Context: an optimization exercise on an open-source flow, tuned for small area and a short achievable clock period. The choices shown serve that exercise and are no tape-out recipe. The RTL was checked by simulation tests, not by an equivalence proof against the original design.

`flow/config.mk`:
```
export PLATFORM = sky130hd
export DESIGN_NAME = divider
export DESIGN_NICKNAME = divider
export VERILOG_FILES = /design/flow/design.v
export SDC_FILE = /design/flow/constraint.sdc
export NUM_CORES = 4
export LEC_CHECK = 0
export CAP_MARGIN = 20
export CORE_MARGIN = 2
export CORE_UTILIZATION = 40
export SLEW_MARGIN = 20
```
`flow/constraint.sdc`:
```
create_clock -name core_clock -period 150.0 [get_ports {clock}]
set_input_delay 30.0000 -clock core_clock [delete_from_list [all_inputs] [get_ports {clock}]]
set_output_delay 30.0000 -clock core_clock [all_outputs]
set_load 0.01 [all_outputs]
```
`flow/design.v`:
```
module divider
        (
                input wire signed [31:0] data1,
                input wire signed [31:0] data2,
                input wire clock, 
                input wire reset_n,
                output reg signed [31:0] q,
                output reg signed [31:0] r
        );
        always @ ( posedge clock)
                begin
                        if ( !reset_n )
                                begin
                                        q = 0;
                                        r = 0;
                                end
                        else
                                begin
                                        q = (data2 == 0) ? 0 : (data2 == -1) ? -data1 : data1 / data2;
                                        r = data1 - (data2*q);
                                end
                end
endmodule
```
`flow/run.sh`:
```
#!/bin/bash
# synth_recipe.tcl (not shown) runs the flow's synth.tcl, then flattens the netlist and writes it again
# the make line also repeats each setting of config.mk as NAME=value (left out here)
make -C /OpenROAD-flow-scripts/flow DESIGN_CONFIG=/design/flow/config.mk WORK_HOME=/design/flow/orfs CLKGATE_MAP_FILE= SYNTH_SCRIPT=/design/flow/synth_recipe.tcl finish
```
==> run summary <==
==> layer usage <==
| metal | wire [µm] | global-route usage, % | share of wire (%) | up-vias |
|---|---|---|---|---|
| met5 | 81 | 0 | 0.039 | - |
| met4 | 9760 | 13.4 | 4.7 | 12 |
| met3 | 22200 | 6.85 | 11 | 469 |
| met2 | 85000 | 47.2 | 41 | 2594 |
| met1 | 90600 | 45.1 | 44 | 24300 |
| li1 | - | - | - | 22900 |
==> area by class of cell <==
type	count	area [µm²]
repair buffers	269	2300
multi-input cells	5597	45100
fillers	12500	69700
inverters	648	2430
diodes	3	7.51
clock buffers	10	229
clock inverters	6	93.8
well taps	1637	2050
flip-flops and latches	64	1280
==> through the flow <==
step                      setup slack, ns  area, µm²
after global placement              22.65      53100
final                               18.85      53500
after detailed placement            20.96      53100
after global routing                12.98      53500
after floorplan                     34.91      49500
after CTS                           20.89      53500
==> worst min-delay path: stages <==
cell and delay, ns:
buf_2 0.10, buf_4 0.31, o21a_1 0.20
==> state kept, by name (all words and copies together), names as in the netlist <==
| register | flops |
|---|---|
| r | 32 |
| q | 32 |
==> cell families after synthesis <==
logic type | after synthesis
AOI/OAI and AO/OA | 1555
xor gates and xnor gates | 480
adders and majority gates | 1135
buffers and inverters | 923
DFF | 64
muxes | 101
and+or+nand+nor | 2326
==> how the worst max path moves through the flow <==
| stage | end | slack (ns) | cells after the start |
|---|---|---|---|
| CTS | r[31] | 20.89 | 354 |
| detailed placement | r[31] | 20.96 | 355 |
| floorplan | r[31] | 34.91 | 387 |
| global route | r[31] | 12.98 | 359 |
| finish | r[31] | 18.85 | 357 |
| global placement | r[31] | 22.65 | 353 |
==> cells in the mapped netlist, types with 13 or more instances <==
library cell / instances
and2_1: 229
nand2_1: 716
nor2_1: 506
buf_2: 15
a211o_1: 13
nor3_1: 219
mux2i_1: 22
a311oi_1: 14
a21o_1: 195
xor2_1: 174
a221oi_1: 15
or3_1: 68
buf_1: 30
nand2b_1: 61
ha_1: 695
nor4_1: 45
nor2b_1: 79
nor3b_1: 23
a211oi_1: 39
and4_1: 19
inv_1: 645
nand3_1: 125
mux2_2: 79
fa_1: 440
a21boi_0: 25
or2_2: 58
a31o_2: 16
a41oi_1: 23
o2111ai_1: 15
dfxtp_1: 64
o211ai_1: 54
a21oi_1: 388
o21ai_0: 280
o31ai_1: 55
clkbuf_1: 226
o21bai_1: 24
o21a_1: 151
and3_1: 69
xnor2_1: 298
a31oi_1: 64
nand4_1: 49
==> placed cells by master, fill, tap and decap left out, drive strengths merged, types with 19 or more instances in the layout <==
cell	Yosys	layout
o31ai	57	57
o21bai	24	24
mux2i	22	22
a21boi	26	26
nand2b	61	61
o21ai	289	289
or2	60	60
nor2	508	508
buf	49	148
a41oi	24	24
mux2	79	79
ha	695	695
or3	68	68
nor2b	79	79
a21oi	389	389
nand4	51	51
a31oi	64	64
nor3	222	222
and2	231	231
a211oi	43	43
o21a	151	151
clkdlybuf4s50	0	121
fa	440	440
dfxtp	64	64
nor4	47	47
nand2	716	716
xor2	174	174
nor3b	24	24
inv	646	646
xnor2	298	298
and4	19	19
a21o	195	195
nand3	127	127
o211ai	57	57
and3	69	69
==> summary.md <==
| Metric | Value |
|---|---|
| Outcome | `finished clean` |
| Die ar. | `126,000 µm²` |
| Final setup violation count | `0` |
| Avg Inst Size Synth | `7.51 µm²` |
| DRT Pass-1 Iters | `6` |
| CTS root buffer | `clkbuf_16` |
| Max Slew Vio Count | `0` |
| Crit path max fanout | `39` |
| Fin util | `43.4%` |
| Post-synth net total | `7,785` |
| Vias | `50.3k` |
| Die H | `356 µm` |
| Layout cell share with drive strength beyond 1 | `6.34%` |
| Synth Register Bits | `64` |
| H-Tree Depth | `3` |
| Clock-pin slew on the worst setup and hold paths | `0.08 ns` |
| Final Critical Period | `131.15 ns` |
| RSZ-0062 raised after global routing | `no` |
| GPL Wtd Cong | `1.03` |
| Crit path from | `data2[0]` |
| Max cap viols | `0` |
| DRT iter0 DRCs | `5,919` |
| Clock Path Buffers | `2` |
| Port bufs | `between 100 and 150` |
| Synthesized instance count | `6,584` |
| Number of global-route vias before repair | `48.5k` |
| CP max-delay cell | `nor2b_1` |
| Synth Area in Simple Gates | `22.9%` |
| Post-CTS Hold Fix Bufs | `0` |
| Post-Synth Adder-Cell Area | `35.4%` |
| Critical path's top delay family | `compound AO/OA/AOI/OAI gates` |
| Synth Flop Type | `dfxtp_1` |
| Hold path depth | `3` |
| Buffers and inverters on the worst path | `35` |
| Req. time, crit path | `150.33 ns` |
| Most frequent cell on the critical path | `ha_1` |
| Largest net degree at the start of global routing | `65` |
| Via density | `6.11` |
| Max incr delay on CP | `a little under 0.9 ns` |
| Xor and xnor area share after synthesis | `under 10%` |
| Hold wc startpoint | `reset_n` |
| CP startpoint kind | `primary input` |
| Worst-Margin Slew | `around 1.2 ns` |
| Ports | `130` |
| Library cells used by synthesis | `104` |
| Largest cells by area after synthesis | `fa_1 18%, ha_1 18%, nand2_1 5.4%, xnor2_1 5.3%, inv_1 4.9%` |
| Final nets | `7,790` |
| Initial antenna violation count | `13` |
| Post_cts resized | `0` |
| CTS sink cnt | `64` |
| Post-synth EDFFs | `0` |
| First-pass GRT wire length | `308,000 µm` |
| Setup TNS Final | `0 ns` |
| Post-synthesis compound-gate area fraction | `a little over a fifth` |
| Hold slack | `30.31 ns` |
| Die width | `356 µm` |
| Core Rows | `~130` |
| Final WL | `around 210,000 µm` |
| Syn. warnings | `1` |
| Post-synth top area share | `around 18%` |
| Setup CP Type | `primary input to flip-flop` |
| Synth area leader | `fa_1` |
| Post-CTS Repair Setup Buffers | `0` |
| Crit end category | `flip-flop` |
| Area delta synth->final | `8.10%` |
| Wire length per cell | `around 25 µm` |
| Relative slew slack | `21.1%` |
| Remaining antenna violation count | `0` |
| Hold Crit Class | `primary input to flip-flop` |
| Initial Util | `40.2%` |
| Fmax achieved | `0.00763 GHz` |
| GR Util All Layers | `between 30% and 40%` |
| CTS buffer count | `9` |
| CP arrival | `131.48 ns` |
| Placed cell count | `8,215` |
| Fin cells | `approximately 8k` |
| Synth async-reset ratio | `0%` |
| Post-synthesis mux area share | `2.24%` |
| DR DRC count | `0` |
| CTS tree | `done` |
| Period utilization | `87.4%` |
| Grt total ovfl | `0` |
| Fin. Hold Viols | `0` |
| Cell Area, Synth | `49,500 µm²` |
| Hold endpoint | `r[28]` |
| Core area | `123,000 µm²` |
| Register area share after synthesis | `2.59%` |
| Hpwl dp | `163,000 µm` |
| Largest family of logic cells by synthesized area | `adder cells` |

==> re-timing with driven ports <==
How much do the figures lean on ideal ports? The routed layout below was timed once more, with nothing changed but the port constraints.
Step 1 assumes that a clkbuf_16 drives the clock port and a buf_2 every other input.
Step 2 adds t to the input delays and takes it off the output delays; t is the mean of the earliest and latest rising clock arrival at the registers after step 1. Input paths then give back, and output paths get back, about the clock's delay inside the block.
a / b / c = ideal / step 1 / step 2; a / b = the first two.
t, ns: 0.433
setup slack, ns: 18.855 / 18.868 / 18.435
hold slack, ns: 30.309 / 30.277 / 30.710
worst setup path at the end: input to register
cell pins on the clock port's net: 1
After both steps this run still meets setup and hold. The setup slack of this run moves by +0.013 ns with the drivers and by -0.420 ns with both steps.
